Source: an optimization exercise on an open RTL-to-GDS flow (aim: small area, a short achievable clock period and few clock cycles). Production flows keep margins and buffers that such runs may drop. At most, simulation tests tie the RTL to the original design; equivalence was not proved. Power is estimated from default activity; no workload was simulated.

run A:
==> flow/design.v (excerpt) <==
module microprocessor(
					input [7:0]data_in,
					input Enter,
					input Reset,
					input Clock,
					input testStart,
					input prog_we,
					input [4:0]prog_addr,
					output [7:0]dataOut,
					output Halt,
					output in_wait);
Settings: LEC_CHECK=0, CAP_MARGIN=20, CORE_MARGIN=2, CORE_UTILIZATION=45, CTS_CLUSTER_DIAMETER=100, CTS_CLUSTER_SIZE=20, SETUP_SLACK_MARGIN=3.9, SLEW_MARGIN=20; clock period 7.0 ns.
run.sh (not shown) runs the stock make flow with config.mk's settings and CLKGATE_MAP_FILE= SYNTH_SCRIPT=/design/flow/synth_recipe.tcl, a recipe that flattens the netlist after the stock synthesis.
Testbench counts of run A, summed over its fixed seeds: cycles 48,466.
For run B, these inputs were changed with respect to run A:
Settings: SETUP_SLACK_MARGIN now 4.0, was 3.9.
[summary]
Run B reached the final stage; the timing, DRC and antenna checks on its layout passed.
Global-route usage over all layers in run B is 0.52 points lower than in run A
On worst path setup slack after routing: between run B and run A, it ends up lower for run A.
The sequential share of layout area reported for run B is smaller than that of run A by 0.83 points.
Cell area after layout deteriorates in run B relative to run A.
Critical path data required time for run B: 20 ps down relative to run A
Run A → run B: wire length of the first global-routing pass dropped 0.47%, count of clock-buffer cells in the layout higher, power roughly the same, fmax went up by about 4%.
[compare] base=run A new=run B: basic-gate share of the synthesized area counting and, or, nand and nor cells held; final cell count went up 15.
Changes in run C relative to run B:
Settings: swapping 4.0 for 3.8 in SETUP_SLACK_MARGIN.
Results
NOTE buffer count excluding the clock tree in the final layout run B->run C decreased by a few percent. Clock share of power was higher in the run labelled run C. The multi-input gate share of the layout cell area reported for run C is smaller than that of run B by 0.71 points. Clock-buffer cell count: run B vs run C identical.

* * *

The RTL this note starts from:
==> flow/design.v <==
module microprocessor(
					input [7:0]data_in,
					input Enter,
					input Reset,
					input Clock,
					input testStart,
					input prog_we,
					input [4:0]prog_addr,
					output [7:0]dataOut,
					output Halt,
					output in_wait);
reg [7:0]  mem [0:31];
reg [3:0]  pcl;		 
reg [7:0]  pch;		 
reg [2:0]  r_op;
reg [4:0]  r_ad;
reg        r_stale;	 
reg        e_valid;
reg        e_ld, e_st, e_ari, e_sub, e_in, e_jz, e_jp, e_hlt;
reg [31:0] e_ado;	 
reg [3:0]  e_tl;	 
reg [7:0]  e_th;	 
reg [7:0]  e_d;		 
reg        tk;		 
reg [7:0]  a;
reg [7:0]  a_o;		 
reg        z, ng;	 
reg        halt_o, wait_o;
wire taken  = tk;
wire stall  = e_valid & (e_hlt | (e_in & ~Enter));
wire store  = e_valid & e_st;
integer k;
reg [31:0] pco;		 
always @(*)
	for (k = 0; k < 32; k = k + 1)
		pco[k] = pcl[k % 4] & pch[k / 4];
wire [3:0] fl = taken ? e_tl : pcl;		 
wire [7:0] fh = taken ? e_th : pch;
wire       xv   = taken | ~r_stale;		 
wire [2:0] x_op = taken ? e_d[7:5] : r_op;
reg  [31:0] radr;	 
always @(*)
	for (k = 0; k < 32; k = k + 1)
		radr[k] = taken ? (e_d[4:0] == k) : (r_ad == k);
reg [7:0] rd;		 
reg [7:0] f;		 
reg       fwd_r;	 
reg       fwd_f;	 
reg       st_next;	 
always @(*) begin
	rd = 8'd0;
	f = 8'd0;
	fwd_r = 1'b0;
	fwd_f = 1'b0;
	st_next = 1'b0;
	for (k = 0; k < 32; k = k + 1) begin
		rd = rd | (mem[k] & {8{radr[k]}});
		f = f | (mem[k] & {8{fl[k % 4] & fh[k / 4]}});
		fwd_r = fwd_r | (e_ado[k] & radr[k]);
		fwd_f = fwd_f | (e_ado[k] & pco[k]);
		st_next = st_next | (radr[k] & fl[k % 4] & fh[k / 4]);
	end
end
function [7:0] add8;
	input [7:0] x, y;
	reg [7:0] g, p, c;
	integer n;
	begin
		g = x & y;
		p = x ^ y;
		for (n = 1; n < 8; n = n + 1) begin
			g[8-n] = g[8-n] | (p[8-n] & g[7-n]);
			p[8-n] = p[8-n] & p[7-n];
		end
		for (n = 2; n < 8; n = n + 1) begin
			g[9-n] = g[9-n] | (p[9-n] & g[7-n]);
			p[9-n] = p[9-n] & p[7-n];
		end
		for (n = 4; n < 8; n = n + 1)
			g[11-n] = g[11-n] | (p[11-n] & g[7-n]);
		c = {g[6:0], 1'b0};
		add8 = x ^ y ^ c;
	end
endfunction
wire [7:0] sum    = add8(a ^ {8{e_sub}}, e_d) ^ {8{e_sub}};
wire [7:0] a_next = e_ld ? e_d : (e_ari ? sum : data_in);
wire       a_load = e_valid & ~stall & (e_ld | e_ari | e_in);
wire       x_hlt   = xv & (x_op == 3'd7);
wire       x_in    = xv & (x_op == 3'd4);
wire       z_next  = a_load ? (a_next == 8'd0) : z;
wire       ng_next = a_load ? a_next[7] : ng;
wire [7:0] m0 = (prog_we & prog_addr == 5'd0) ? data_in : (testStart ? 8'h80 : mem[0]);
assign dataOut = a_o;
assign Halt    = halt_o;
assign in_wait = wait_o;
always @(posedge Clock or posedge Reset)
	if (Reset) begin
		a_o     <= 8'd0;
		halt_o  <= 1'b0;
		wait_o  <= 1'b0;
		pcl     <= 4'b0010;
		pch     <= 8'b00000001;
		e_valid <= 1'b0;
		r_stale <= 1'b0;
		tk      <= 1'b0;
	end else begin
		if (a_load)
			a_o <= a_next;
		if (!stall) begin
			halt_o  <= x_hlt;
			wait_o  <= x_in;
			e_valid <= xv;
			r_stale <= xv & (x_op == 3'd1) & st_next;
			tk      <= xv & (((x_op == 3'd5) & z_next) | ((x_op == 3'd6) & ~ng_next));
			if (xv) begin
				pcl <= {fl[2:0], fl[3]};
				pch <= fl[3] ? {fh[6:0], fh[7]} : fh;
			end
		end
	end
always @(posedge Clock)
	if (Reset) begin
		a  <= 8'd0;
		z  <= 1'b1;
		ng <= 1'b0;
	end else if (a_load) begin
		a  <= a_next;
		z  <= a_next == 8'd0;
		ng <= a_next[7];
	end
reg [3:0] x_l;
reg [7:0] x_h;
always @(*) begin
	x_l = 4'd0;
	x_h = 8'd0;
	for (k = 0; k < 32; k = k + 1) begin
		x_l[(k + 1) % 4] = x_l[(k + 1) % 4] | radr[k];
		x_h[((k + 1) % 32) / 4] = x_h[((k + 1) % 32) / 4] | radr[k];
	end
end
always @(posedge Clock) begin
	if (!stall) begin
		e_ld    <= xv & (x_op == 3'd0);
		e_st    <= xv & (x_op == 3'd1);
		e_ari   <= xv & (x_op[2:1] == 2'b01);
		e_sub   <= x_op[0];
		e_in    <= x_in;
		e_jz    <= xv & (x_op == 3'd5);
		e_jp    <= xv & (x_op == 3'd6);
		e_hlt   <= x_hlt;
		e_ado   <= radr;
		e_tl    <= x_l;
		e_th    <= x_h;
		e_d     <= (store & fwd_r) ? a : rd;
	end
	if (Reset) begin
		r_op <= m0[7:5];
		r_ad <= m0[4:0];
	end else if (!stall) begin
		if (~taken & r_stale) begin
			r_op <= a[7:5];
			r_ad <= a[4:0];
		end else begin
			r_op <= (store & fwd_f) ? a[7:5] : f[7:5];
			r_ad <= (store & fwd_f) ? a[4:0] : f[4:0];
		end
	end
end
function [7:0] boot;
	input [4:0] n;
	case (n)
	5'd0:  boot = 8'h80; 5'd1:  boot = 8'h3E; 5'd2:  boot = 8'h80; 5'd3:  boot = 8'h3F;
	5'd4:  boot = 8'h1E; 5'd5:  boot = 8'h7F; 5'd6:  boot = 8'hB0; 5'd7:  boot = 8'hCC;
	5'd8:  boot = 8'h1F; 5'd9:  boot = 8'h7E; 5'd10: boot = 8'h3F; 5'd11: boot = 8'hC4;
	5'd12: boot = 8'h1E; 5'd13: boot = 8'h7F; 5'd14: boot = 8'h3E; 5'd15: boot = 8'hC4;
	5'd16: boot = 8'h1E; default: boot = 8'hFF;
	endcase
endfunction
wire [7:0] wd = prog_we ? data_in : a;
integer i;
always @(posedge Clock)
	for (i = 0; i < 32; i = i + 1)
		if ((prog_we & prog_addr == i) | (store & e_ado[i]))
			mem[i] <= wd;
		else if (testStart & i < 18)
			mem[i] <= boot(i);
endmodule
make LEC_CHECK=0 CAP_MARGIN=20 CORE_MARGIN=2 CORE_UTILIZATION=45 CTS_CLUSTER_DIAMETER=100 CTS_CLUSTER_SIZE=20 SETUP_SLACK_MARGIN=4.0 SLEW_MARGIN=20 finish   # period 7.0 ns
Rerun with:
--- a/flow/config.mk
+++ b/flow/config.mk
@@ -12,3 +12,3 @@
 export CTS_CLUSTER_SIZE = 20
-export SETUP_SLACK_MARGIN = 4.0
+export SETUP_SLACK_MARGIN = 3.7
 export SLEW_MARGIN = 20
What happened: Core utilization is lower by 3.4 points; via count fell by 2.8%; setup slack got worse by 0.095 ns; power decreases by 7.4%; first-iteration DRC count climbs by 2.6%; non-clock buffer count goes down by 60; wire length went down by 2.0%; cell count drops by 2.8%; final area goes down by 6.2%; sequential power barely changes.
No functional check of the RTL was part of any run of this note.

* * *

microprocessor, a different RTL version from the one above (not shown whole).
Size: roughly 330 flip-flops, roughly 28 I/O pins.
clock: 7.0 ns
lec_check: 0
cap_margin: 20
core_margin: 2
core_utilization: 40
slew_margin: 20
Rerun with:
SETUP_SLACK_MARGIN = 3.0   (was default)
After rerunning:
- final area is higher by 1.9%
- combinational power is higher by 11%
- die area is unchanged
- routed wire length grows by 0.66%
- setup slack gets better by 250 ps
- power went up by 1.5%
- non-clock buffer count climbs by 33
- clock-buffer cell count stays the same
- sequential share of layout area came out lower by 0.99 points
No run of this note included a check of the RTL's function; only the layout flow was run.

* * *

Another version of the RTL of microprocessor (not shown whole).
Size: ~280 flip-flops, roughly 15000 sq um of cells after synthesis.
export LEC_CHECK = 0
export CAP_MARGIN = 20
export CORE_MARGIN = 2
export CORE_UTILIZATION = 40
export SETUP_SLACK_MARGIN = 4.0
export SLEW_MARGIN = 20
create_clock -name core_clock -period 7.0 [get_ports {Clock}]
Then changed:
SETUP_SLACK_MARGIN = default   (was 4.0)
What happened: Area after synthesis does not change; final cell count shrinks by a few percent; worst setup slack gets worse by 1.4 ns; non-clock buffer count shrinks by 127; die area does not change; wire length shrinks by a few percent; power shrinks by about a fifth; core utilization shrinks by 7.0 points; sequential power grows by a few percent; via count shrinks by a few percent; first-iteration DRC count shrinks by a little under a tenth.
Function was not checked in any run of this note: the RTL went through the layout flow alone.

* * *

Another version of the RTL of microprocessor (not shown whole).
Size in the first run: roughly 1300 cells after synthesis, ~340 flip-flops, roughly 28 I/O pins.
==> flow/config.mk <==
export PLATFORM = sky130hd
export DESIGN_NAME = microprocessor
export DESIGN_NICKNAME = microprocessor
export VERILOG_FILES = /design/flow/design.v
export SDC_FILE = /design/flow/constraint.sdc
export NUM_CORES = 4
export LEC_CHECK = 0
export CAP_MARGIN = 20
export CORE_MARGIN = 2
export CORE_UTILIZATION = 40
export SETUP_SLACK_MARGIN = 3.5
export SLEW_MARGIN = 20
==> flow/constraint.sdc <==
create_clock -name core_clock -period 7.0 [get_ports {Clock}]
set_input_delay 1.4000 -clock core_clock [delete_from_list [all_inputs] [get_ports {Clock}]]
set_output_delay 1.4000 -clock core_clock [all_outputs]
set_load 0.01 [all_outputs]
The starting point passed the timing, DRC and antenna checks.
Edit:
SETUP_SLACK_MARGIN = 4.5   (was 3.5)
=>
- The new run produced a clean layout
- first-iteration DRC count came out higher by 15%
- design area rose by 13%
- non-clock buffer count came out higher by 133
- synthesized area is unchanged
- via count goes up by 7.3%
No functional check of the RTL was part of any run of this note.

* * *

microprocessor, a different RTL version from the one above (not shown whole).
For scale: about 340 flip-flops, roughly 16000 sq um of cells after synthesis.
make LEC_CHECK=0 CAP_MARGIN=20 CORE_MARGIN=2 CORE_UTILIZATION=50 CTS_CLUSTER_DIAMETER=100 CTS_CLUSTER_SIZE=20 SETUP_SLACK_MARGIN=4.2 SLEW_MARGIN=20 finish   # period 7.0 ns
Testbench counts at the start, summed over its fixed seeds: cycles 48,466.
Rerun with:
- CORE_UTILIZATION: 50 -> 45
- SETUP_SLACK_MARGIN: 4.2 -> 4.0
Clock skew shrinks by 0.013 ns.
Register-to-register slack gets better by 0.02 ns.
Cell area shrinks by 2.1%.
Hold slack gets worse by 0.066 ns.
Via count shrinks by 4.3%.
Global-route usage shrinks by 4.1 points.
Wire length grows by 1.7%.
Setup slack gets better by 0.017 ns.
Fmax grows by 0.54%.
First-iteration DRC count shrinks by 10%.

## what the ideal ports hide
The flow's constraints put no driver on any port. The routed layouts listed below were extracted and timed again, unchanged, in two steps.
Step 1: set_driving_cell puts a clkbuf_16 on Clock and a buf_2 on each other input, an assumption about the parent block.
Step 2 adds t to the input delays and takes it off the output delays; t is the mean of the earliest and latest rising clock arrival at the registers after step 1. Input paths then give back, and output paths get back, about the clock's delay inside the block.
a / b / c = ideal / step 1 / step 2; a / b = the first two.
| run | t (ns) | setup slack, ns | hold slack, ns | pins driven straight from the clock port |
|---|---|---|---|---|
| run A | 0.605 | 3.757 / 3.757 / 3.262 | 0.505 / 0.505 / 0.505 | 1 |
| run B | 0.602 | 3.882 / 3.882 / 3.416 | 0.563 / 0.563 / 0.563 | 1 |
| run C | 0.601 | 3.711 / 3.711 / 3.182 | 0.510 / 0.510 / 0.510 | 1 |
| the first run of note 2 | 0.643 | 3.705 / 3.705 / 3.353 | 0.475 / 0.475 / 0.475 | 1 |
| the second run of note 2 | 0.625 | 3.610 / 3.610 / 3.102 | 0.468 / 0.468 / 0.468 | 1 |
| the first run of note 3 | 0.619 | 2.867 / 2.867 / 2.411 | 0.657 / 0.657 / 0.657 | 1 |
| the second run of note 3 | 0.617 | 3.121 / 3.121 / 2.572 | 0.649 / 0.649 / 0.649 | 1 |
| the first run of note 4 | 0.600 | 2.793 / 2.793 / 2.793 | 0.579 / 0.579 / 0.579 | 1 |
| the second run of note 4 | 0.646 | 1.417 / 1.417 / 1.417 | 0.563 / 0.563 / 0.563 | 1 |
| the first run of note 5 | 0.619 | 3.408 / 3.408 / 2.941 | 0.657 / 0.657 / 0.657 | 1 |
| the second run of note 5 | 0.638 | 3.442 / 3.442 / 3.442 | 0.709 / 0.709 / 0.709 | 1 |
| the first run of note 6 | 0.610 | 3.731 / 3.731 / 3.387 | 0.583 / 0.583 / 0.583 | 1 |
| the second run of note 6 | 0.616 | 3.748 / 3.748 / 3.347 | 0.517 / 0.517 / 0.517 | 1 |
After both steps every run listed still meets setup and hold. The setup slack of the second run of note 3, which loses most, moves by 0.000 ns with the drivers and by -0.549 ns with both steps.
